What follows belongs to an exercise in optimizing a design on an open flow for small area; a production flow would make more cautious choices.
In this exercise RTL edits were held to simulation tests only and were not proved equivalent to the original.
Power and IR drop assume default switching activity.

<file path="design/flow/run.sh">
#!/bin/bash
# synth_recipe.tcl (not shown) runs the flow's synth.tcl, then flattens the netlist and writes it again
# the make line also repeats each setting of config.mk as NAME=value (left out here)
make -C /OpenROAD-flow-scripts/flow DESIGN_CONFIG=/design/flow/config.mk WORK_HOME=/design/flow/orfs CLKGATE_MAP_FILE= SYNTH_SCRIPT=/design/flow/synth_recipe.tcl finish
</file>
<file path="design/flow/config.mk">
export PLATFORM = sky130hd
export DESIGN_NAME = top
export DESIGN_NICKNAME = top
export VERILOG_FILES = /design/flow/design.v
export SDC_FILE = /design/flow/constraint.sdc
export NUM_CORES = 4
export LEC_CHECK = 0
export CAP_MARGIN = 20
export CORE_MARGIN = 2
export CORE_UTILIZATION = 40
export PLACE_DENSITY = 0.6
export SLEW_MARGIN = 20
</file>
<file path="design/flow/constraint.sdc">
create_clock -name core_clock -period 10.0 [get_ports {clk}]
set_input_delay 2.0000 -clock core_clock [delete_from_list [all_inputs] [get_ports {clk}]]
set_output_delay 2.0000 -clock core_clock [all_outputs]
set_load 0.01 [all_outputs]
</file>
<file path="design/flow/design.v">
`timescale 1 ns / 1 ns
module spi_slave_r
(
	input rst,
	input clk,
	input fifo_full,
	output [7:0] fifo_d,
	output fifo_w_en,
	input sclk,
	input sdin
);
	reg [1:0] sclk_edge;
	always @ (posedge clk) begin
		if(!rst)
			sclk_edge <= 2'b00;
		else
			sclk_edge <= {sclk_edge[0],sclk};
	end
	reg w_en_reg;
	reg [7:0] d_reg;
	reg [3:0] bit_index;
	reg [2:0] sta_cur;
	assign fifo_w_en = w_en_reg;
	assign fifo_d = d_reg;
	always @ (posedge clk) begin
		if(sta_cur == 3'd1 && sclk_edge == 2'b01)
			d_reg <= {d_reg[6:0],sdin};
	end
	always @ (posedge clk) begin
		if(!rst) begin
			w_en_reg <= 1'b0;
			sta_cur <= 3'd0;
		end
		else begin
			case(sta_cur)
				3'd0 : begin
					bit_index <= 4'd0;
					sta_cur <= 3'd1;
				end
				3'd1 : begin
					if(sclk_edge == 2'b01)
						sta_cur <= 3'd2;
				end
				3'd2 : begin
					bit_index <= bit_index + 4'd1;
					sta_cur <= 3'd3;
				end
				3'd3 : begin
					if(bit_index == 4'd8) begin
						if(!fifo_full)
							w_en_reg <= 1'b1;
						sta_cur <= 3'd4;
					end
					else
						sta_cur <= 3'd1;
				end
				default : begin
					w_en_reg <= 1'b0;
					sta_cur <= 3'd0;
				end
			endcase
		end
	end
endmodule
`timescale 1ns / 1ps
module depack
(
    input clk,
    input rst,
    input spi_sclk,
    input spi_din,
    input load,
    output ready,
    output [31:0] ftw_lower_1,
    output [31:0] ftw_upper_1,
    output [31:0] ftw_lower_2,
    output [31:0] ftw_upper_2,
    output [31:0] sweep_step,
    output [15:0] sweep_rate,
    output [31:0] resweep_period,
    output [2:0] mode,
    output rf_switch,
    output [7:0] tx_att,
    output [2:0] rx_ch_pwr_ctrl,
    output [7:0] rx_ch1_att,
    output [7:0] rx_ch2_att,
    output [7:0] rx_ch3_att,
    output [7:0] rx_ch1_pha,
    output [7:0] rx_ch2_pha,
    output [7:0] rx_ch3_pha,
    output [31:0] ct_period
);
    reg [3:0] sta_cur;
    wire fifo_wr_en;
    wire [7:0] fifo_din;
    reg [7:0] mem [0:63];
    reg [5:0] wptr;
    reg [5:0] rptr;
    reg [6:0] count;
    wire fifo_full = count[6];
    wire fifo_empty = (count == 7'd0);
    wire do_wr = fifo_wr_en & ~fifo_full;
    wire do_rd = (sta_cur == 4'd3);
    always @ (posedge clk) begin
        if(do_wr)
            mem[wptr] <= fifo_din;
    end
    always @ (posedge clk) begin
        if(!rst) begin
            wptr <= 6'd0;
            count <= 7'd0;
        end
        else begin
            if(do_wr)
                wptr <= wptr + 6'd1;
            count <= count + {6'd0, do_wr} - {6'd0, do_rd};
        end
    end
    spi_slave_r spi_slave_r_inst
    (
        .rst(rst),
        .clk(clk),
        .fifo_full(fifo_full),
        .fifo_d(fifo_din),
        .fifo_w_en(fifo_wr_en),
        .sclk(spi_sclk),
        .sdin(spi_din)
    );
    wire [7:0] cmd [0:41];
    reg [5:0] byte_index;
    reg [7:0] acc_sum;
    reg ready_reg;
    assign ready = ready_reg;
    assign ftw_lower_1 = {cmd[2],cmd[3],cmd[4],cmd[5]};
    assign ftw_upper_1 = {cmd[6],cmd[7],cmd[8],cmd[9]};
    assign ftw_lower_2 = {cmd[10],cmd[11],cmd[12],cmd[13]};
    assign ftw_upper_2 = {cmd[14],cmd[15],cmd[16],cmd[17]};
    assign sweep_step = {cmd[18],cmd[19],cmd[20],cmd[21]};
    assign sweep_rate = {cmd[22],cmd[23]};
    assign resweep_period = {cmd[24],cmd[25],cmd[26],cmd[27]};
    assign mode = cmd[29][2:0];
    assign rf_switch = cmd[29][3];
    assign tx_att = cmd[28];
    assign rx_ch_pwr_ctrl = cmd[30][2:0];
    assign rx_ch1_att = cmd[31];
    assign rx_ch2_att = cmd[32];
    assign rx_ch3_att = cmd[33];
    assign rx_ch1_pha = cmd[34];
    assign rx_ch2_pha = cmd[35];
    assign rx_ch3_pha = cmd[36];
    assign ct_period = {cmd[37],cmd[38],cmd[39],cmd[40]};
    wire fill = (sta_cur == 4'd4);
    wire slide = (sta_cur == 4'd9);
    wire [7:0] fifo_byte = mem[rptr];
    wire [7:0] next_byte = cmd[byte_index + 6'd1];
    wire [7:0] wbyte = fill ? fifo_byte : next_byte;
    function [7:0] rmask(input integer k);
        case(k)
            28, 34, 35, 36 : rmask = 8'h3f;
            29 : rmask = 8'h0f;
            30 : rmask = 8'h07;
            default : rmask = 8'h00;
        endcase
    endfunction
    genvar gk;
    generate
        for(gk = 0; gk < 42; gk = gk + 1) begin : g_cmd
            wire we = (fill | slide) && (byte_index == gk);
            reg [7:0] r;
            assign cmd[gk] = r;
            always @ (posedge clk) begin
                if(!rst)
                    r <= r & ~rmask(gk);
                else if(we)
                    r <= wbyte;
            end
        end
    endgenerate
    wire [7:0] slide_delta = cmd[41] - cmd[0];
    wire header_ok = (cmd[0] == 8'heb) && (cmd[1] == 8'h90);
    always @ (posedge clk) begin
        if(!rst) begin
            ready_reg <= 1'b0;
            sta_cur <= 4'd0;
        end
        else begin
            case (sta_cur)
                4'd0 : begin
                    byte_index <= 6'd0;
                    acc_sum <= 8'd0;
                    sta_cur <= 4'd1;
                end
                4'd1 : begin
                    if(!fifo_empty)
                        sta_cur <= 4'd2;
                end
                4'd2 : sta_cur <= 4'd3;
                4'd3 : sta_cur <= 4'd4;
                4'd4 : begin
                    byte_index <= byte_index + 6'd1;
                    if(byte_index != 6'd41)
                        acc_sum <= acc_sum + fifo_byte;
                    sta_cur <= 4'd5;
                end
                4'd5 : begin
                    if(byte_index != 6'd42)
                        sta_cur <= 4'd1;
                    else begin
                        byte_index <= 6'd0;
                        if(header_ok)
                            sta_cur <= 4'd6;
                        else begin
                            acc_sum <= acc_sum + slide_delta;
                            sta_cur <= 4'd9;
                        end
                    end
                end
                4'd6 : sta_cur <= 4'd7;
                4'd7 : begin
                    byte_index <= byte_index + 6'd1;
                    sta_cur <= 4'd8;
                end
                4'd8 : begin
                    if(byte_index != 6'd41)
                        sta_cur <= 4'd6;
                    else if(acc_sum != cmd[41]) begin
                        byte_index <= 6'd0;
                        acc_sum <= acc_sum + slide_delta;
                        sta_cur <= 4'd9;
                    end
                    else
                        sta_cur <= 4'd12;
                end
                4'd9 : sta_cur <= 4'd10;
                4'd10 : begin
                    byte_index <= byte_index + 6'd1;
                    sta_cur <= 4'd11;
                end
                4'd11 : begin
                    if(byte_index != 6'd41)
                        sta_cur <= 4'd9;
                    else
                        sta_cur <= 4'd1;
                end
                4'd12 : begin
                    ready_reg <= 1'b1;
                    sta_cur <= 4'd13;
                end
                4'd13 : begin
                    if(load) begin
                        ready_reg <= 1'b0;
                        sta_cur <= 4'd0;
                    end
                end
                default : ;
            endcase
        end
    end
    always @ (posedge clk) begin
        if(!rst)
            rptr <= 6'd0;
        else if(fill)
            rptr <= rptr + 6'd1;
    end
endmodule
`timescale 1ns / 1ps
module ad9914_ctrl
(
	input clk,
	input rst,
	input update,
	input [31 : 0] lower_limit,
	input [31 : 0] upper_limit,
	input [31 : 0] positive_step,
	input [15 : 0] positive_rate,
	input [31 : 0] resweep_period,
	output busy,
	output finish,
	output trig,
	output pre_trig,
	output osk,
	input dover,
	output io_update,
	output dctrl,
	output p_rd,
	output p_wr,
	output [7 : 0] p_addr,
	input [7 : 0] p_data_in,
	output [7 : 0] p_data_out,
	output p_data_tri_select
);
	reg c_busy;
	reg c_load;
	reg [3:0] base;           
	reg [1:0] sfr_index;
	reg dctrl_reg;
	reg pre_trig_reg;
	reg fixed_freq_enable;
	reg osk_trig_enable;
	reg resweep_state;
	reg [4:0] c_sta;
	reg [31:0] resweep_period_reg;
	reg [31:0] delay_count;
	reg r_busy;
	reg r_load;
	reg r_wr_cmd;
	reg r_res;
	reg r_io_update;
	reg [3:0] r_sta;
	reg [1:0] r_delay;
	reg [1:0] r_index;
	reg r_mismatch;
	reg p_busy;
	reg wr_reg;
	reg rd_reg;
	reg [5:0] p_addr_reg;
	reg [7:0] p_wdata_reg;
	reg tri_reg;
	reg p_wr_cmd;
	reg [2:0] p_delay;
	reg [3:0] p_sta;
	assign busy = c_busy;
	assign finish = ~c_busy;
	assign dctrl = dctrl_reg;
	assign pre_trig = pre_trig_reg;
	assign io_update = r_io_update;
	assign p_rd = rd_reg;
	assign p_wr = wr_reg;
	assign p_addr = {2'b00, p_addr_reg};
	assign p_data_out = p_wdata_reg;
	assign p_data_tri_select = tri_reg;
	reg [31:0] reg_value;
	always @ (*) begin
		case(base)
			4'd0 : reg_value = 32'h00_01_03_00;
			4'd1 : reg_value = dctrl_reg ? 32'h00_0c_29_00 : 32'h00_04_29_00;
			4'd2 : reg_value = 32'h00_00_19_1c;
			4'd3 : reg_value = 32'h00_05_31_20;
			4'd4 : reg_value = lower_limit;
			4'd5 : reg_value = upper_limit;
			4'd6 : reg_value = positive_step;
			4'd8 : reg_value = {16'd0, positive_rate};
			default : reg_value = 32'h0f_ff_00_00;
		endcase
	end
	wire [7:0] reg_byte = reg_value[{r_index, 3'b000} +: 8];
	always @ (posedge clk) begin
		if(!rst) begin
			c_busy <= 1'b0;
			c_load <= 1'b0;
			dctrl_reg <= 1'b0;
			pre_trig_reg <= 1'b0;
			fixed_freq_enable <= 1'b0;
			osk_trig_enable <= 1'b0;
			resweep_state <= 1'b0;
			c_sta <= 5'd0;
		end
		else case(c_sta)
			5'd0 : begin
				dctrl_reg <= 1'b0;
				pre_trig_reg <= 1'b0;
				osk_trig_enable <= 1'b0;
				resweep_state <= 1'b0;
				sfr_index <= 2'd0;
				c_sta <= 5'd1;
			end
			5'd1 : begin
				if(update) begin
					resweep_period_reg <= resweep_period;
					c_busy <= 1'b1;
					fixed_freq_enable <= (positive_step == 32'd0);
					c_sta <= 5'd3;
				end
			end
			5'd3 : begin
				if(!r_busy) begin
					base <= {2'b00, sfr_index};
					c_load <= 1'b1;
					c_sta <= 5'd4;
				end
			end
			5'd4 : begin
				if(r_busy) begin
					c_load <= 1'b0;
					sfr_index <= sfr_index + 2'd1;
					if(sfr_index == 2'd3)
						c_sta <= 5'd5;
					else
						c_sta <= 5'd3;
				end
			end
			5'd5 : begin
				if(!r_busy) begin
					base <= 4'd4;
					c_load <= 1'b1;
					c_sta <= 5'd6;
				end
			end
			5'd6 : begin
				if(r_busy) begin
					c_load <= 1'b0;
					c_sta <= 5'd7;
				end
			end
			5'd7 : begin
				if(!r_busy) begin
					base <= 4'd5;
					c_load <= 1'b1;
					c_sta <= 5'd8;
				end
			end
			5'd8 : begin
				if(r_busy) begin
					c_load <= 1'b0;
					c_sta <= 5'd9;
				end
			end
			5'd9 : begin
				if(!r_busy) begin
					base <= 4'd6;
					c_load <= 1'b1;
					c_sta <= 5'd10;
				end
			end
			5'd10 : begin
				if(r_busy) begin
					c_load <= 1'b0;
					c_sta <= 5'd11;
				end
			end
			5'd11 : begin
				if(!r_busy) begin
					base <= 4'd8;
					c_load <= 1'b1;
					c_sta <= 5'd12;
				end
			end
			5'd12 : begin
				if(r_busy) begin
					c_load <= 1'b0;
					c_sta <= 5'd13;
				end
			end
			5'd13 : begin
				if(!r_busy) begin
					base <= 4'd12;
					c_load <= 1'b1;
					c_sta <= 5'd14;
				end
			end
			5'd14 : begin
				if(r_busy) begin
					c_load <= 1'b0;
					c_sta <= 5'd15;
				end
			end
			5'd15 : begin
				if(!r_busy && !r_res) begin
					osk_trig_enable <= 1'b1;
					c_sta <= 5'd16;
				end
			end
			5'd16 : begin
				pre_trig_reg <= 1'b0;
				if(!r_busy) begin
					dctrl_reg <= 1'b1;
					base <= 4'd1;
					c_load <= 1'b1;
					c_sta <= 5'd17;
				end
			end
			5'd17 : begin
				if(r_busy) begin
					c_load <= 1'b0;
					c_sta <= 5'd18;
				end
			end
			5'd18 : begin
				if(!r_busy) begin
					c_busy <= 1'b0;
					dctrl_reg <= 1'b0;
					delay_count <= 32'd0;
					c_sta <= 5'd19;
				end
			end
			5'd19 : begin
				delay_count <= delay_count + 32'd1;
				if(update)
					c_sta <= 5'd0;
				else if((delay_count > resweep_period_reg) && (!fixed_freq_enable)) begin
					resweep_state <= 1'b1;
					c_sta <= 5'd16;
				end
				else if(delay_count > resweep_period_reg - 32'd40)
					pre_trig_reg <= 1'b1;
			end
			default : ;
		endcase
	end
	always @ (posedge clk) begin
		if(!rst) begin
			r_busy <= 1'b0;
			r_load <= 1'b0;
			r_io_update <= 1'b0;
			r_sta <= 4'd0;
		end
		else begin
			case(r_sta)
				4'd0 : r_sta <= 4'd1;
				4'd1 : begin
					if(c_load) begin
						r_busy <= 1'b1;
						r_index <= 2'd0;
						r_sta <= 4'd2;
					end
				end
				4'd2 : begin
					if(!p_busy) begin
						r_wr_cmd <= 1'b0;
						r_load <= 1'b1;
						r_sta <= 4'd3;
					end
				end
				4'd3 : begin
					if(p_busy) begin
						r_load <= 1'b0;
						r_index <= r_index + 2'd1;
						if(r_index == 2'd3)
							r_sta <= 4'd4;
						else
							r_sta <= 4'd2;
					end
				end
				4'd4 : begin
					if(!p_busy) begin
						r_delay <= 2'd0;
						r_io_update <= 1'b1;
						r_sta <= 4'd5;
					end
				end
				4'd5 : begin
					r_delay <= r_delay + 2'd1;
					if(r_delay == 2'd2) begin
						r_io_update <= 1'b0;
						r_index <= 2'd0;
						r_sta <= 4'd6;
					end
				end
				4'd6 : begin
					if(!p_busy) begin
						r_wr_cmd <= 1'b1;
						r_load <= 1'b1;
						r_sta <= 4'd7;
					end
				end
				4'd7 : begin
					if(p_busy) begin
						r_load <= 1'b0;
						r_sta <= 4'd8;
					end
				end
				4'd8 : begin
					if(!p_busy) begin
						r_index <= r_index + 2'd1;
						if(r_index == 2'd3)
							r_sta <= 4'd9;
						else
							r_sta <= 4'd6;
					end
				end
				4'd9 : begin
					r_busy <= 1'b0;
					r_res <= r_mismatch;
					r_sta <= 4'd0;
				end
				default : ;
			endcase
		end
	end
	wire p_sample = (p_sta == 4'd3) && (p_delay == 3'd5);
	always @ (posedge clk) begin
		if(r_sta == 4'd1)
			r_mismatch <= 1'b0;
		else if(p_sample && (p_data_in != reg_byte))
			r_mismatch <= 1'b1;
	end
	always @ (posedge clk) begin
		if(!rst) begin
			p_busy <= 1'b0;
			wr_reg <= 1'b1;
			rd_reg <= 1'b1;
			p_addr_reg <= 6'd0;
			p_wdata_reg <= 8'd0;
			tri_reg <= 1'b0;
			p_sta <= 4'd0;
		end
		else begin
			case(p_sta)
				4'd0 : begin
					p_delay <= 3'd0;
					p_sta <= 4'd1;
				end
				4'd1 : begin
					if(r_load) begin
						p_wr_cmd <= r_wr_cmd;
						p_addr_reg <= {base, r_index};
						if(!r_wr_cmd)
							p_wdata_reg <= reg_byte;
						p_busy <= 1'b1;
						p_sta <= 4'd2;
					end
				end
				4'd2 : begin
					p_delay <= 3'd0;
					tri_reg <= p_wr_cmd;
					if(p_wr_cmd) begin
						rd_reg <= 1'b0;
						p_sta <= 4'd3;
					end
					else begin
						wr_reg <= 1'b0;
						p_sta <= 4'd6;
					end
				end
				4'd3 : begin
					p_delay <= p_delay + 3'd1;
					if(p_delay == 3'd5)
						p_sta <= 4'd4;
				end
				4'd4 : begin
					rd_reg <= 1'b1;
					p_delay <= 3'd0;
					p_sta <= 4'd5;
				end
				4'd5 : begin
					p_delay <= p_delay + 3'd1;
					if(p_delay == 3'd5) begin
						p_busy <= 1'b0;
						p_sta <= 4'd0;
					end
				end
				4'd6 : begin
					p_delay <= p_delay + 3'd1;
					if(p_delay == 3'd2)
						p_sta <= 4'd7;
				end
				4'd7 : begin
					wr_reg <= 1'b1;
					p_delay <= 3'd0;
					p_sta <= 4'd8;
				end
				4'd8 : begin
					p_delay <= p_delay + 3'd1;
					if(p_delay == 3'd2) begin
						p_busy <= 1'b0;
						p_sta <= 4'd0;
					end
				end
				default : ;
			endcase
		end
	end
	reg initsweep_osk_trig_enable;
	reg [2:0] initsweep_delay_count;
	reg [2:0] initsweep_sta;
	always @ (posedge clk) begin
		if(!rst) begin
			initsweep_osk_trig_enable <= 1'b0;
			initsweep_sta <= 3'd0;
		end
		else case (initsweep_sta)
			3'd0 : begin
				if(update) begin
					initsweep_osk_trig_enable <= 1'b0;
					initsweep_delay_count <= 3'd0;
					initsweep_sta <= 3'd1;
				end
			end
			3'd1 : begin
				initsweep_delay_count <= initsweep_delay_count + 3'd1;
				if(initsweep_delay_count == 3'd5)
					initsweep_sta <= 3'd2;
			end
			3'd2 : begin
				if(osk_trig_enable)
					initsweep_sta <= 3'd3;
			end
			3'd3 : begin
				if(r_io_update) begin
					initsweep_delay_count <= 3'd0;
					initsweep_sta <= 3'd4;
				end
			end
			3'd4 : begin
				initsweep_delay_count <= initsweep_delay_count + 3'd1;
				if(initsweep_delay_count == 3'd5) begin
					initsweep_osk_trig_enable <= 1'b1;
					initsweep_sta <= 3'd0;
				end
			end
			default : ;
		endcase
	end
	assign osk = ((resweep_state | initsweep_osk_trig_enable) & ~dover) | fixed_freq_enable;
	assign trig = osk;
endmodule
`timescale 1ns / 1ps
module ds3502
(
    input clk,
    input rst,
    input load,
    input [7:0] reg_var,
    output reg scl,
    input sda_i,
    output reg sda_o,
    output reg sda_io_ctrl 
);
    reg [7:0] reg_var_temp;
    reg [4:0] fsm_state_cur;
    reg [11:0] delay_count;
    reg [3:0] bit_temp;
    wire q = (delay_count == 12'd1410);
    wire h = (delay_count == 12'd2820);
    wire [11:0] delay_inc = delay_count + 12'd1;
    wire addr_bit = (bit_temp == 4'd1) || (bit_temp == 4'd3);
    wire var_bit = reg_var_temp[3'd7 - bit_temp[2:0]];
    always @ (posedge clk) begin
        if(!rst) begin
            sda_io_ctrl <= 1'b0;
            scl <= 1'b1;
            sda_o <= 1'b1;
            fsm_state_cur <= 5'd0;
        end
        else begin
            case(fsm_state_cur)
                5'd0 : begin
                    if(load) begin
                        reg_var_temp <= reg_var;
                        fsm_state_cur <= 5'd1;
                    end
                end
                5'd1 : begin
                    sda_o <= 1'b0;
                    delay_count <= 12'd0;
                    fsm_state_cur <= 5'd2;
                end
                5'd2 : begin
                    delay_count <= delay_inc;
                    if(q) begin
                        scl <= 1'b0;
                        delay_count <= 12'd0;
                        fsm_state_cur <= 5'd3;
                    end
                end
                5'd3 : begin
                    delay_count <= delay_inc;
                    if(q) begin
                        bit_temp <= 4'd0;
                        fsm_state_cur <= 5'd4;
                    end
                end
                5'd4 : begin
                    sda_o <= addr_bit;
                    bit_temp <= bit_temp + 4'd1;
                    delay_count <= 12'd0;
                    fsm_state_cur <= 5'd5;
                end
                5'd5 : begin
                    delay_count <= delay_inc;
                    if(q) begin
                        scl <= 1'b1;
                        delay_count <= 12'd0;
                        fsm_state_cur <= 5'd6;
                    end
                end
                5'd6 : begin
                    delay_count <= delay_inc;
                    if(q) begin
                        scl <= 1'b0;
                        delay_count <= 12'd0;
                        fsm_state_cur <= 5'd7;
                    end
                end
                5'd7 : begin
                    delay_count <= delay_inc;
                    if(q) begin
                        if(bit_temp == 4'd8) begin
                            sda_io_ctrl <= 1'b1;
                            fsm_state_cur <= 5'd8;
                        end
                        else
                            fsm_state_cur <= 5'd4;
                    end
                end
                5'd8 : begin
                    if(sda_i == 1'b0)
                        fsm_state_cur <= 5'd9;
                    else
                        fsm_state_cur <= 5'd28;
                end
                5'd9 : begin
                    scl <= 1'b1;
                    delay_count <= 12'd0;
                    fsm_state_cur <= 5'd10;
                end
                5'd10 : begin
                    delay_count <= delay_inc;
                    if(q) begin
                        scl <= 1'b0;
                        sda_io_ctrl <= 1'b0;
                        delay_count <= 12'd0;
                        fsm_state_cur <= 5'd11;
                    end
                end
                5'd11 : begin
                    delay_count <= delay_inc;
                    if(q) begin
                        bit_temp <= 4'd0;
                        fsm_state_cur <= 5'd12;
                    end
                end
                5'd12 : begin
                    sda_o <= 1'b0;
                    bit_temp <= bit_temp + 4'd1;
                    delay_count <= 12'd0;
                    fsm_state_cur <= 5'd13;
                end
                5'd13 : begin
                    delay_count <= delay_inc;
                    if(q) begin
                        scl <= 1'b1;
                        delay_count <= 12'd0;
                        fsm_state_cur <= 5'd14;
                    end
                end
                5'd14 : begin
                    delay_count <= delay_inc;
                    if(h) begin
                        scl <= 1'b0;
                        delay_count <= 12'd0;
                        fsm_state_cur <= 5'd15;
                    end
                end
                5'd15 : begin
                    delay_count <= delay_inc;
                    if(q) begin
                        if(bit_temp == 4'd8) begin
                            sda_io_ctrl <= 1'b1;
                            fsm_state_cur <= 5'd16;
                        end
                        else
                            fsm_state_cur <= 5'd12;
                    end
                end
                5'd16 : begin
                    if(sda_i == 1'b0)
                        fsm_state_cur <= 5'd17;
                    else
                        fsm_state_cur <= 5'd28;
                end
                5'd17 : begin
                    scl <= 1'b1;
                    delay_count <= 12'd0;
                    fsm_state_cur <= 5'd18;
                end
                5'd18 : begin
                    delay_count <= delay_inc;
                    if(q) begin
                        scl <= 1'b0;
                        sda_io_ctrl <= 1'b0;
                        delay_count <= 12'd0;
                        fsm_state_cur <= 5'd19;
                    end
                end
                5'd19 : begin
                    delay_count <= delay_inc;
                    if(q) begin
                        bit_temp <= 4'd0;
                        fsm_state_cur <= 5'd20;
                    end
                end
                5'd20 : begin
                    sda_o <= var_bit;
                    bit_temp <= bit_temp + 4'd1;
                    delay_count <= 12'd0;
                    fsm_state_cur <= 5'd21;
                end
                5'd21 : begin
                    delay_count <= delay_inc;
                    if(q) begin
                        scl <= 1'b1;
                        delay_count <= 12'd0;
                        fsm_state_cur <= 5'd22;
                    end
                end
                5'd22 : begin
                    delay_count <= delay_inc;
                    if(h) begin
                        scl <= 1'b0;
                        delay_count <= 12'd0;
                        fsm_state_cur <= 5'd23;
                    end
                end
                5'd23 : begin
                    delay_count <= delay_inc;
                    if(q) begin
                        if(bit_temp == 4'd8) begin
                            sda_io_ctrl <= 1'b1;
                            fsm_state_cur <= 5'd24;
                        end
                        else
                            fsm_state_cur <= 5'd20;
                    end
                end
                5'd24 : begin
                    if(sda_i == 1'b0)
                        fsm_state_cur <= 5'd25;
                    else
                        fsm_state_cur <= 5'd28;
                end
                5'd25 : begin
                    scl <= 1'b1;
                    delay_count <= 12'd0;
                    fsm_state_cur <= 5'd26;
                end
                5'd26 : begin
                    delay_count <= delay_inc;
                    if(q) begin
                        scl <= 1'b0;
                        sda_io_ctrl <= 1'b0;
                        delay_count <= 12'd0;
                        fsm_state_cur <= 5'd27;
                    end
                end
                5'd27 : begin
                    delay_count <= delay_inc;
                    if(q)
                        fsm_state_cur <= 5'd28;
                end
                5'd28 : begin
                    sda_io_ctrl <= 1'b0;
                    sda_o <= 1'b0;
                    delay_count <= 12'd0;
                    fsm_state_cur <= 5'd29;
                end
                5'd29 : begin
                    delay_count <= delay_inc;
                    if(q) begin
                        scl <= 1'b1;
                        delay_count <= 12'd0;
                        fsm_state_cur <= 5'd30;
                    end
                end
                5'd30 : begin
                    delay_count <= delay_inc;
                    if(q) begin
                        sda_o <= 1'b1;
                        fsm_state_cur <= 5'd0;
                    end
                end
                default : ;
            endcase
        end
    end
endmodule
`timescale 1ns / 1ps
module work_flow
(
    input clk,
    input rst,
    input [31:0] ct_period,
    input [1:0] tv_mode,
    input ad9914_update_1,
    input ad9914_update_2,
    input ad9914_osk_2_temp,
    input ad9914_trig_1,
    input ad9914_pre_trig_1,
    input [2:0] rx_ch_pwr_ctrl,
    output ad9914_osk_2,
    output tr,
    output tr_pwr,
    output lo,
    output tv,
    output [2:0] rx_ch_ctrl
);
    reg [1:0] ad9914_update_1_edge;
    reg [1:0] ad9914_update_2_edge;
    reg [1:0] ad9914_trig_1_edge;
    reg [1:0] ad9914_pre_trig_1_edge;
    always @ (posedge clk) begin
        if(!rst) begin
            ad9914_update_1_edge <= 2'b00;
            ad9914_update_2_edge <= 2'b00;
            ad9914_trig_1_edge <= 2'b00;
            ad9914_pre_trig_1_edge <= 2'b00;
        end
        else begin
            ad9914_update_1_edge <= {ad9914_update_1_edge[0],ad9914_update_1};
            ad9914_update_2_edge <= {ad9914_update_2_edge[0],ad9914_update_2};
            ad9914_trig_1_edge <= {ad9914_trig_1_edge[0],ad9914_trig_1};
            ad9914_pre_trig_1_edge <= {ad9914_pre_trig_1_edge[0],ad9914_pre_trig_1};
        end
    end
    wire update_1_rise = (ad9914_update_1_edge == 2'b01);
    wire update_2_rise = (ad9914_update_2_edge == 2'b01);
    wire pre_trig_1_rise = (ad9914_pre_trig_1_edge == 2'b01);
    wire trig_1_fall = (ad9914_trig_1_edge == 2'b10);
    reg ct_enable;
    reg [31:0] ct_left;
    reg ct_forever;
    wire ct_over = (&ct_left) & ~ct_forever;
    always @ (posedge clk) begin
        if(!rst)
            ct_enable <= 1'b0;
        else if(update_2_rise) begin
            ct_enable <= 1'b1;
            ct_left <= ct_period;
            ct_forever <= &ct_period;
        end
        else if(ct_over)
            ct_enable <= 1'b0;
        else if(ct_enable)
            ct_left <= ct_left - 32'd1;
    end
    reg [3:0] tv_sw_count;
    reg tv_sw;
    reg tv_sw_enable;
    reg tr_sw;
    always @ (posedge clk) begin
        if(!rst) begin
            tv_sw_count <= 4'd0;
            tv_sw <= 1'b1;
            tv_sw_enable <= 1'b0;
            tr_sw <= 1'b0;
        end
        else if(update_1_rise) begin
            tv_sw_count <= 4'd0;
            tv_sw <= 1'b1;
            tv_sw_enable <= 1'b1;
        end
        else if(pre_trig_1_rise) begin
            tv_sw_count <= 4'd0;
            tv_sw_enable <= 1'b1;
        end
        else if(tv_sw_count > 4'd10) begin
            if(tv_mode == 2'b11)
                tv_sw <= ~tv_sw;
            else
                tv_sw <= 1'b0;
            tv_sw_enable <= 1'b0;
            tv_sw_count <= 4'd0;
            tr_sw <= ct_enable;
        end
        else if(tv_sw_enable) begin
            tv_sw_count <= tv_sw_count + 4'd1;
        end
    end
    reg [4:0] tr_pwr_off_count;
    reg tr_pwr_on;
    reg tr_pwr_enable;
    always @ (posedge clk) begin
        if(!rst) begin
            tr_pwr_off_count <= 5'd0;
            tr_pwr_on <= 1'b0;
            tr_pwr_enable <= 1'b0;
        end
        else if(update_1_rise || pre_trig_1_rise) begin
            tr_pwr_off_count <= 5'd0;
            tr_pwr_on <= 1'b0;
            tr_pwr_enable <= 1'b1;
        end
        else if(trig_1_fall) begin
            tr_pwr_on <= 1'b0;
            tr_pwr_enable <= 1'b0;
            tr_pwr_off_count <= 5'd0;
        end
        else if(tr_pwr_off_count > 5'd20) begin
            tr_pwr_on <= 1'b1;
            tr_pwr_enable <= 1'b0;
        end
        else if(tr_pwr_enable) begin
            tr_pwr_off_count <= tr_pwr_off_count + 5'd1;
        end
    end
    assign tv = tv_sw;
    assign tr_pwr = tr_pwr_on;
    assign tr = tr_sw;
    assign lo = tr;
    assign ad9914_osk_2 = ct_enable & ad9914_osk_2_temp;
    assign rx_ch_ctrl = ct_enable ? ~rx_ch_pwr_ctrl : 3'b111;
endmodule
`timescale 1ns / 1ps
module top
(
    input clk,
    input rst_n,
    input spi_sclk,
    input spi_din,
    output tr_pwr_p,
    output tr_pwr_n,
    output tr,
    output lo,
    output t_bite,
    output [5:0] tx_att,
    output tv,
    output [2:0] rx_ch_pwr_ctrl,
    output [2:0] rx_ch_ctrl,
    output [2:0] scl,
    input [2:0] sda_i,
    output [2:0] sda_o,
    output [2:0] sda_t,
    output [2:0] a0,
    output [2:0] a1,
    output [5:0] rx_ch1_pha,
    output [5:0] rx_ch2_pha,
    output [5:0] rx_ch3_pha,
    output trig,
    output osk_1,
    input dover_1,
    output dhold_1,
    output io_update_1,
    output master_reset_1,
    output dctrl_1,
    output [2 : 0] profile_select_1,
    output [3 : 0] function_select_1,
    output p_pwd_1,
    output p_rd_1,
    output p_wr_1,
    output [7 : 0] p_addr_1,
    input [7 : 0] p_data_in_1,
    output [7 : 0] p_data_out_1,
    output p_data_t_1,
    output osk_2,
    input dover_2,
    output dhold_2,
    output io_update_2,
    output master_reset_2,
    output dctrl_2,
    output [2 : 0] profile_select_2,
    output [3 : 0] function_select_2,
    output p_pwd_2,
    output p_rd_2,
    output p_wr_2,
    output [7 : 0] p_addr_2,
    input [7 : 0] p_data_in_2,
    output [7 : 0] p_data_out_2,
    output p_data_t_2
);
    wire rst = rst_n;
    wire depack_load;
    wire depack_ready;
    wire [31:0] depack_ftw_lower_1;
    wire [31:0] depack_ftw_upper_1;
    wire [31:0] depack_ftw_lower_2;
    wire [31:0] depack_ftw_upper_2;
    wire [31:0] depack_sweep_step;
    wire [15:0] depack_sweep_rate;
    wire [31:0] depack_resweep_period;
    wire [2:0] depack_mode;
    wire depack_rf_switch;
    wire [7:0] depack_tx_att;
    wire [2:0] depack_rx_ch_pwr_ctrl;
    wire [7:0] depack_rx_ch1_att;
    wire [7:0] depack_rx_ch2_att;
    wire [7:0] depack_rx_ch3_att;
    wire [7:0] depack_rx_ch1_pha;
    wire [7:0] depack_rx_ch2_pha;
    wire [7:0] depack_rx_ch3_pha;
    wire [31:0] depack_ct_period;
    depack depack_inst
    (
        .clk(clk),
        .rst(rst),
        .spi_sclk(spi_sclk),
        .spi_din(spi_din),
        .load(depack_load),
        .ready(depack_ready),
        .ftw_lower_1(depack_ftw_lower_1),
        .ftw_upper_1(depack_ftw_upper_1),
        .ftw_lower_2(depack_ftw_lower_2),
        .ftw_upper_2(depack_ftw_upper_2),
        .sweep_step(depack_sweep_step),
        .sweep_rate(depack_sweep_rate),
        .resweep_period(depack_resweep_period),
        .mode(depack_mode),
        .rf_switch(depack_rf_switch),
        .tx_att(depack_tx_att),
        .rx_ch_pwr_ctrl(depack_rx_ch_pwr_ctrl),
        .rx_ch1_att(depack_rx_ch1_att),
        .rx_ch2_att(depack_rx_ch2_att),
        .rx_ch3_att(depack_rx_ch3_att),
        .rx_ch1_pha(depack_rx_ch1_pha),
        .rx_ch2_pha(depack_rx_ch2_pha),
        .rx_ch3_pha(depack_rx_ch3_pha),
        .ct_period(depack_ct_period)
    );
    assign tx_att = depack_tx_att[5:0];
    assign rx_ch_pwr_ctrl = depack_rx_ch_pwr_ctrl;
    assign rx_ch1_pha = depack_rx_ch1_pha[5:0];
    assign rx_ch2_pha = depack_rx_ch2_pha[5:0];
    assign rx_ch3_pha = depack_rx_ch3_pha[5:0];
    assign a0 = 3'b000;
    assign a1 = 3'b000;
    ds3502 ds3502_inst_0
    (
        .clk(clk), .rst(rst), .load(depack_ready), .reg_var(depack_rx_ch1_att),
        .scl(scl[0]), .sda_i(sda_i[0]), .sda_o(sda_o[0]), .sda_io_ctrl(sda_t[0])
    );
    ds3502 ds3502_inst_1
    (
        .clk(clk), .rst(rst), .load(depack_ready), .reg_var(depack_rx_ch2_att),
        .scl(scl[1]), .sda_i(sda_i[1]), .sda_o(sda_o[1]), .sda_io_ctrl(sda_t[1])
    );
    ds3502 ds3502_inst_2
    (
        .clk(clk), .rst(rst), .load(depack_ready), .reg_var(depack_rx_ch3_att),
        .scl(scl[2]), .sda_i(sda_i[2]), .sda_o(sda_o[2]), .sda_io_ctrl(sda_t[2])
    );
    reg ad9914_update_1_reg;
    reg ad9914_update_2_reg;
    wire ad9914_busy_1;
    wire ad9914_finish_1;
    wire ad9914_trig_1;
    wire ad9914_pre_trig_1;
    assign dhold_1 = 1'b0;
    assign master_reset_1 = 1'b0;
    assign profile_select_1 = 3'b000;
    assign function_select_1 = 4'b0000;
    assign p_pwd_1 = 1'b0;
    ad9914_ctrl ad9914_ctrl_inst1
    (
        .clk(clk),
        .rst(rst),
        .update(ad9914_update_1_reg),
        .lower_limit(depack_ftw_lower_1),
        .upper_limit(depack_ftw_upper_1),
        .positive_step(depack_sweep_step),
        .positive_rate(depack_sweep_rate),
        .resweep_period(depack_resweep_period),
        .busy(ad9914_busy_1),
        .finish(ad9914_finish_1),
        .trig(ad9914_trig_1),
        .pre_trig(ad9914_pre_trig_1),
        .osk(osk_1),
        .dover(dover_1),
        .io_update(io_update_1),
        .dctrl(dctrl_1),
        .p_rd(p_rd_1),
        .p_wr(p_wr_1),
        .p_addr(p_addr_1),
        .p_data_in(p_data_in_1),
        .p_data_out(p_data_out_1),
        .p_data_tri_select(p_data_t_1)
    );
    wire ad9914_busy_2;
    wire ad9914_finish_2;
    wire osk_2_temp;
    assign dhold_2 = 1'b0;
    assign master_reset_2 = 1'b0;
    assign profile_select_2 = 3'b000;
    assign function_select_2 = 4'b0000;
    assign p_pwd_2 = 1'b0;
    ad9914_ctrl ad9914_ctrl_inst2
    (
        .clk(clk),
        .rst(rst),
        .update(ad9914_update_2_reg),
        .lower_limit(depack_ftw_lower_2),
        .upper_limit(depack_ftw_upper_2),
        .positive_step(depack_sweep_step),
        .positive_rate(depack_sweep_rate),
        .resweep_period(depack_resweep_period),
        .busy(ad9914_busy_2),
        .finish(ad9914_finish_2),
        .trig(),
        .pre_trig(),
        .osk(osk_2_temp),
        .dover(dover_2),
        .io_update(io_update_2),
        .dctrl(dctrl_2),
        .p_rd(p_rd_2),
        .p_wr(p_wr_2),
        .p_addr(p_addr_2),
        .p_data_in(p_data_in_2),
        .p_data_out(p_data_out_2),
        .p_data_tri_select(p_data_t_2)
    );
    wire tr_pwr;
    work_flow work_flow_inst
    (
        .clk(clk),
        .rst(rst),
        .ct_period(depack_ct_period),
        .tv_mode(depack_mode[1:0]),
        .ad9914_update_1(ad9914_update_1_reg),
        .ad9914_update_2(ad9914_update_2_reg),
        .ad9914_osk_2_temp(osk_2_temp),
        .ad9914_trig_1(ad9914_trig_1),
        .ad9914_pre_trig_1(ad9914_pre_trig_1),
        .rx_ch_pwr_ctrl(depack_rx_ch_pwr_ctrl),
        .ad9914_osk_2(osk_2),
        .tr(tr),
        .tr_pwr(tr_pwr),
        .lo(lo),
        .tv(tv),
        .rx_ch_ctrl(rx_ch_ctrl)
    );
    assign tr_pwr_p = tr_pwr & depack_rf_switch;
    assign tr_pwr_n = ~tr_pwr_p;
    assign t_bite = ~tr;
    assign trig = ad9914_trig_1;
    reg depack_load_reg;
    assign depack_load = depack_load_reg;
    reg [2:0] main_proc_sta;
    always @ (posedge clk) begin
        if(!rst) begin
            depack_load_reg <= 1'b0;
            ad9914_update_1_reg <= 1'b0;
            ad9914_update_2_reg <= 1'b0;
            main_proc_sta <= 3'd0;
        end
        else begin
            case (main_proc_sta)
                3'd0 : begin
                    if(depack_ready)
                        main_proc_sta <= 3'd1;
                end
                3'd1 : begin
                    if(ad9914_finish_1 && ad9914_finish_2)
                        main_proc_sta <= 3'd2;
                end
                3'd2 : begin
                    ad9914_update_1_reg <= 1'b1;
                    if(depack_mode[2] == 1'b1)
                        ad9914_update_2_reg <= 1'b1;
                    main_proc_sta <= 3'd3;
                end
                3'd3 : begin
                    if(ad9914_busy_1 && (ad9914_busy_2 || (~depack_mode[2]))) begin
                        ad9914_update_1_reg <= 1'b0;
                        ad9914_update_2_reg <= 1'b0;
                        main_proc_sta <= 3'd4;
                    end
                end
                3'd4 : begin
                    if(ad9914_finish_1 && ad9914_finish_2)
                        main_proc_sta <= 3'd5;
                end
                3'd5 : begin
                    depack_load_reg <= 1'b1;
                    main_proc_sta <= 3'd6;
                end
                3'd6 : begin
                    if(!depack_ready) begin
                        depack_load_reg <= 1'b0;
                        main_proc_sta <= 3'd0;
                    end
                end
                default : ;
            endcase
        end
    end
endmodule
</file>
==> run summary <==
- The flow ran to the end and the layout has no timing, DRC or antenna violations.
- The worst hold path belongs to the class reg -> reg.
- Averaged over all synthesized cells, the footprint is 12.1 sq um.
- Clock skew on the completed layout was measured at 0.0606 ns.
- The post-cts resize count is 0.
- The wire-length estimate of the detail-placed layout is 151,000 microns.
- The top register by number of flip-flops is depack_inst.mem.
- The final estimated routing congestion in global placement is 1.04.
- The mapped netlist covers 64,900 sq um.
- Yosys printed 6 warnings.
- In this run the static leakage power is ~24 nW.
- The average via count per standard cell is around 6.
- The worst setup path category is reg -> reg.
- The initial standard-cell utilization of the core is 0.403.
- The number of cells on the worst reg-to-reg path is 11.
- Of the post-synthesis cell area, the dominant cell type holds 0.515.
- At the pin with the least slew margin, the transition time is 1.19 ns.
- The register bit count reported by yosys is 1,325.
- The most common flop cell mapped by yosys is sky130_fd_sc_hd__edfxtp_1.
- The largest registers in the layout are depack_inst.mem: 512 flops, depack_inst.g_cmd.r: 336 flops.
- 141 I/O pins were placed.
- Summed over all layers, the routed wires come to 212,000 microns.
- The number of hold violations in the final report is 0.
- STA classifies the critical path startpoint as a flop.
- The part of the Yosys area used for sequential elements is 0.580.
- STA puts the critical path data required time at 10.53 ns.
- STA classifies the critical path endpoint as a flop.
- The initial antenna violation count is 8.
- Summing all flip-flop and latch instances after layout gives ~38,000 sq um.
- By area the synthesized netlist is led by sky130_fd_sc_hd__edfxtp_1 (52%), sky130_fd_sc_hd__dfxtp_1 (6.5%), sky130_fd_sc_hd__mux4_2 (6.1%), sky130_fd_sc_hd__ha_1 (3.3%), sky130_fd_sc_hd__nor2_1 (3.1%).
- Before antenna repair, the detailed router went through 8 iterations.
- The maximum buffer depth of the clock tree is 3.
- In this run the clock root is driven by a sky130_fd_sc_hd__clkbuf_16.
- The non-filler instance count after layout is 7,618.
- The total routing resource utilization after global routing is 0.254.
- In the synthesized netlist the async set-or-reset flop fraction comes to 0.
- The tightest hold path in the finished design has a slack of between 0.4 and 0.5 ns.
- The register with the most flip-flops in the layout has 512 of them.
- In this run the worst path has a maximum fanout of 25.
- The initial detailed-routing violation count is 5,582.
- The final count of pins violating max slew is 0.
- Counting the fill cells in the layout gives 14,500.
- The total instance count after detailed placement is 7,350.
- Summing all multi-input logic gate instances after layout gives about 25,000 sq um.
- Yosys mapped a number of flops with a built-in enable equal to 1,114.
- TritonCTS built the clock tree.
- The hold path depth is 2.
- The number of buffers added to fix hold violations after cts is 0.
- Setup repair after global routing left no endpoint under its margin.
- The clock network latency to the later pin of the worst-skew pair is 0.83 ns.
- Setup violations remaining at the end of the flow were counted as 0.
- In this run the post-CTS setup repair buffer count came out at 0.
- Once detail routing completed, the nets flagged for antenna violations numbered 0.
- The headroom to the max-slew limit is 0.185.
- The total number of vias is 45,500.
- The count of standard-cell rows is 147.
- The clock-pin slew on the worst setup and hold paths is 0.06 ns.
- The die covers 166,000 sq um.
- The number of different library cells used by synthesis comes to slightly above 100.
- The critical path arrival is 6.53 ns.
- In this run the standard cell core region covers 161,000 sq um.
- The count of max-cap constraint violations is 0.
- For this design, the sink count on the clock tree is around 1,300.
- Summed over all failing endpoints, the final setup total negative slack is 0 ns.
- The overflow left after global routing is 0.
- The largest net degree at the start of global routing is between 100 and 150.
- The post-layout minimum cycle time is 6.00 ns.
- The number of instances in the synthesized netlist is about 5,400.
- The post-synthesis cell type with the largest combined area is sky130_fd_sc_hd__edfxtp_1.
- The via count of the first global-routing pass came to 43,200.
- The die is roughly 410 microns tall.
- For this run, design rule violations remaining after detail routing come to 0.
- In the final layout, the share of cells above drive strength 1 is 0.109.
- The share of the clock period used by the worst path is 0.600.
- Derived from the worst setup path, the maximum achievable clock frequency is 167 MHz.
- The net count of the finished layout is ~5,500.
- The maximum level of the CTS H-tree is 4.
- The maximum vdd drop is roughly 0.00018 V.
- The first global-routing pass estimated 305,000 microns of wire.
- The number of buffers created by CTS is around 140.
- The total power per unit cell area is 201 nW/um^2.
- After detailed routing, the average wire length per cell comes to 27.8 microns.
- Relative to the synthesized area, the layout overhead comes to 12.0%.
- Buffers placed on the I/O ports in this run total 110.
- The floorplan step set the die width to 407 microns.
report_power, final:
group | total (mW) | switching, mW | internal, mW | leakage (nW)
clock network | 5.34 | 2.31 | 3.03 | 2.29
registers | 6.80 | 0.340 | 6.46 | 11.8
logic | 2.47 | 1.67 | 0.795 | 9.71
area by class of cell:
type | instances | area share
sequential | 1325 | 0.518
multi-input combinational | 3459 | 0.344
clock buffer | 178 | 0.0530
tap | 2160 | 0.0372
timing repair buffer | 192 | 0.0242
clock inverter | 85 | 0.0121
inverter | 216 | 0.0112
antenna | 3 | 0.000103
worst max-delay path, stage by stage (launching register included):
cell	delay [ns]
sky130_fd_sc_hd__edfxtp_1	0.58
sky130_fd_sc_hd__ha_1	0.30
sky130_fd_sc_hd__and3_1	0.31
sky130_fd_sc_hd__xnor2_4	0.57
sky130_fd_sc_hd__buf_4	0.42
sky130_fd_sc_hd__and3_1	0.50
sky130_fd_sc_hd__a222oi_1	0.22
sky130_fd_sc_hd__a2111oi_0	0.75
sky130_fd_sc_hd__nand3_1	0.51
sky130_fd_sc_hd__and4_1	0.34
sky130_fd_sc_hd__o31ai_4	0.68
sky130_fd_sc_hd__buf_4	0.48
final timing paths:
path	start	to	slack (ns)
worst max-delay path	depack_inst.byte_index[0]	depack_inst.g_cmd[18].r[6]	4.00
worst max register to register	depack_inst.byte_index[0]	depack_inst.g_cmd[18].r[6]	4.00
worst min register to register	work_flow_inst.tr_pwr_on	work_flow_inst.tr_pwr_on	0.45
worst min-delay path	work_flow_inst.tr_pwr_on	work_flow_inst.tr_pwr_on	0.45
cells in the final DEF (no fill, tap or decap), types with 37 or more instances in the layout:
cell type and n:
sky130_fd_sc_hd__a221oi_1 46, sky130_fd_sc_hd__xor2_1 102, sky130_fd_sc_hd__a211oi_1 45, sky130_fd_sc_hd__nor3_1 111
sky130_fd_sc_hd__a22oi_1 71, sky130_fd_sc_hd__xnor2_1 123, sky130_fd_sc_hd__ha_1 167, sky130_fd_sc_hd__o21ai_0 206
sky130_fd_sc_hd__nand4_1 67, sky130_fd_sc_hd__and2_1 37, sky130_fd_sc_hd__mux2i_1 46, sky130_fd_sc_hd__nor4_1 50
sky130_fd_sc_hd__dfxtp_1 208, sky130_fd_sc_hd__clkdlybuf4s50_1 109, sky130_fd_sc_hd__nand2b_1 46, sky130_fd_sc_hd__clkbuf_16 146
sky130_fd_sc_hd__a21o_1 51, sky130_fd_sc_hd__nand2_1 344, sky130_fd_sc_hd__a21oi_1 263, sky130_fd_sc_hd__buf_4 79
sky130_fd_sc_hd__mux4_2 175, sky130_fd_sc_hd__nor2_1 541, sky130_fd_sc_hd__nor2b_1 59, sky130_fd_sc_hd__and3_1 63
sky130_fd_sc_hd__nand3_1 155, sky130_fd_sc_hd__a31oi_1 60, sky130_fd_sc_hd__edfxtp_1 1114, sky130_fd_sc_hd__inv_1 210
synthesized netlist by cell type (36+ instances only):
master,number
sky130_fd_sc_hd__buf_4,76
sky130_fd_sc_hd__a31oi_1,60
sky130_fd_sc_hd__a22oi_1,71
sky130_fd_sc_hd__nor4_1,51
sky130_fd_sc_hd__a211oi_1,45
sky130_fd_sc_hd__inv_1,210
sky130_fd_sc_hd__a21o_1,51
sky130_fd_sc_hd__clkbuf_1,248
sky130_fd_sc_hd__and2_1,37
sky130_fd_sc_hd__dfxtp_1,211
sky130_fd_sc_hd__ha_1,169
sky130_fd_sc_hd__mux2i_1,46
sky130_fd_sc_hd__a221oi_1,46
sky130_fd_sc_hd__nor2_1,542
sky130_fd_sc_hd__a21oi_1,267
sky130_fd_sc_hd__xor2_1,102
sky130_fd_sc_hd__nand4_1,67
sky130_fd_sc_hd__mux4_2,175
sky130_fd_sc_hd__nand3_1,155
sky130_fd_sc_hd__and3_1,63
sky130_fd_sc_hd__o21ai_0,206
sky130_fd_sc_hd__nand2_1,345
sky130_fd_sc_hd__nor3_1,123
sky130_fd_sc_hd__nor2b_1,60
sky130_fd_sc_hd__nand2b_1,46
sky130_fd_sc_hd__o22ai_1,36
sky130_fd_sc_hd__xnor2_1,123
sky130_fd_sc_hd__edfxtp_1,1114
kinds of logic (layout without fill, tap and decap cells):
group,after synthesis,count (layout),share of synthesized area
other,1,33,0.0000578
and+or+nand+nor,1654,1654,0.124
DFF,1325,1325,0.580
adders and majority gates,179,179,0.0355
muxes,239,239,0.0709
AOI/OAI and AO/OA,1130,1130,0.118
xor gates and xnor gates,227,227,0.0310
buffers and inverters,599,671,0.0400
through the flow:
step / total power, mW / util / cell area (sq um) / setup WS (ns)
after global placement: 9.28 / 0.422 / 67900 / 4.47
after floorplan: 8.41 / - / 65000 / 4.87
after global routing: 15.1 / 0.452 / 72700 / 3.88
after detailed placement: 9.32 / 0.422 / 67900 / 4.21
after CTS: 14.6 / 0.451 / 72700 / 4.19
final: 14.6 / 0.452 / 72700 / 4.00
routing by layer:
metal	part of all wire	track usage	routed length (microns)	vias up
met3	0.082	0.0540	17400	484
met4	0.057	0.131	12100	8
met1	0.40	0.329	84200	22600
met5	0.00027	0	57	-
met2	0.46	0.400	98200	2125
li1	-	-	-	20300

what the ideal ports hide:
In the flow no input, the clock included, has a driving cell. The finished layout below was timed again as built, in two steps.
Step 1 (the two cells are an assumption about what drives the block):
set clk [get_ports {clk}]
set_driving_cell -lib_cell sky130_fd_sc_hd__clkbuf_16 $clk
set_driving_cell -lib_cell sky130_fd_sc_hd__buf_2 [delete_from_list [all_inputs] $clk]
Step 2, shift: input delay + t, output delay - t, t = (earliest + latest rising clock arrival at the registers) / 2. This alone moves slack from input paths to output paths.
a / b / c = no drivers / after step 1 / after step 2; a / b = the first two.
shift t [ns]: 0.881
setup WS [ns]: 4.000 / 4.000 / 4.000
hold WS [ns]: 0.448 / 0.448 / 0.448
worst setup path after step 2: register to register
worst register clock-pin slew, ns: 0.07 / 0.07
After both steps setup and hold are still met in this run. The setup slack of this run moves by 0.000 ns with the drivers and by 0.000 ns with both steps.
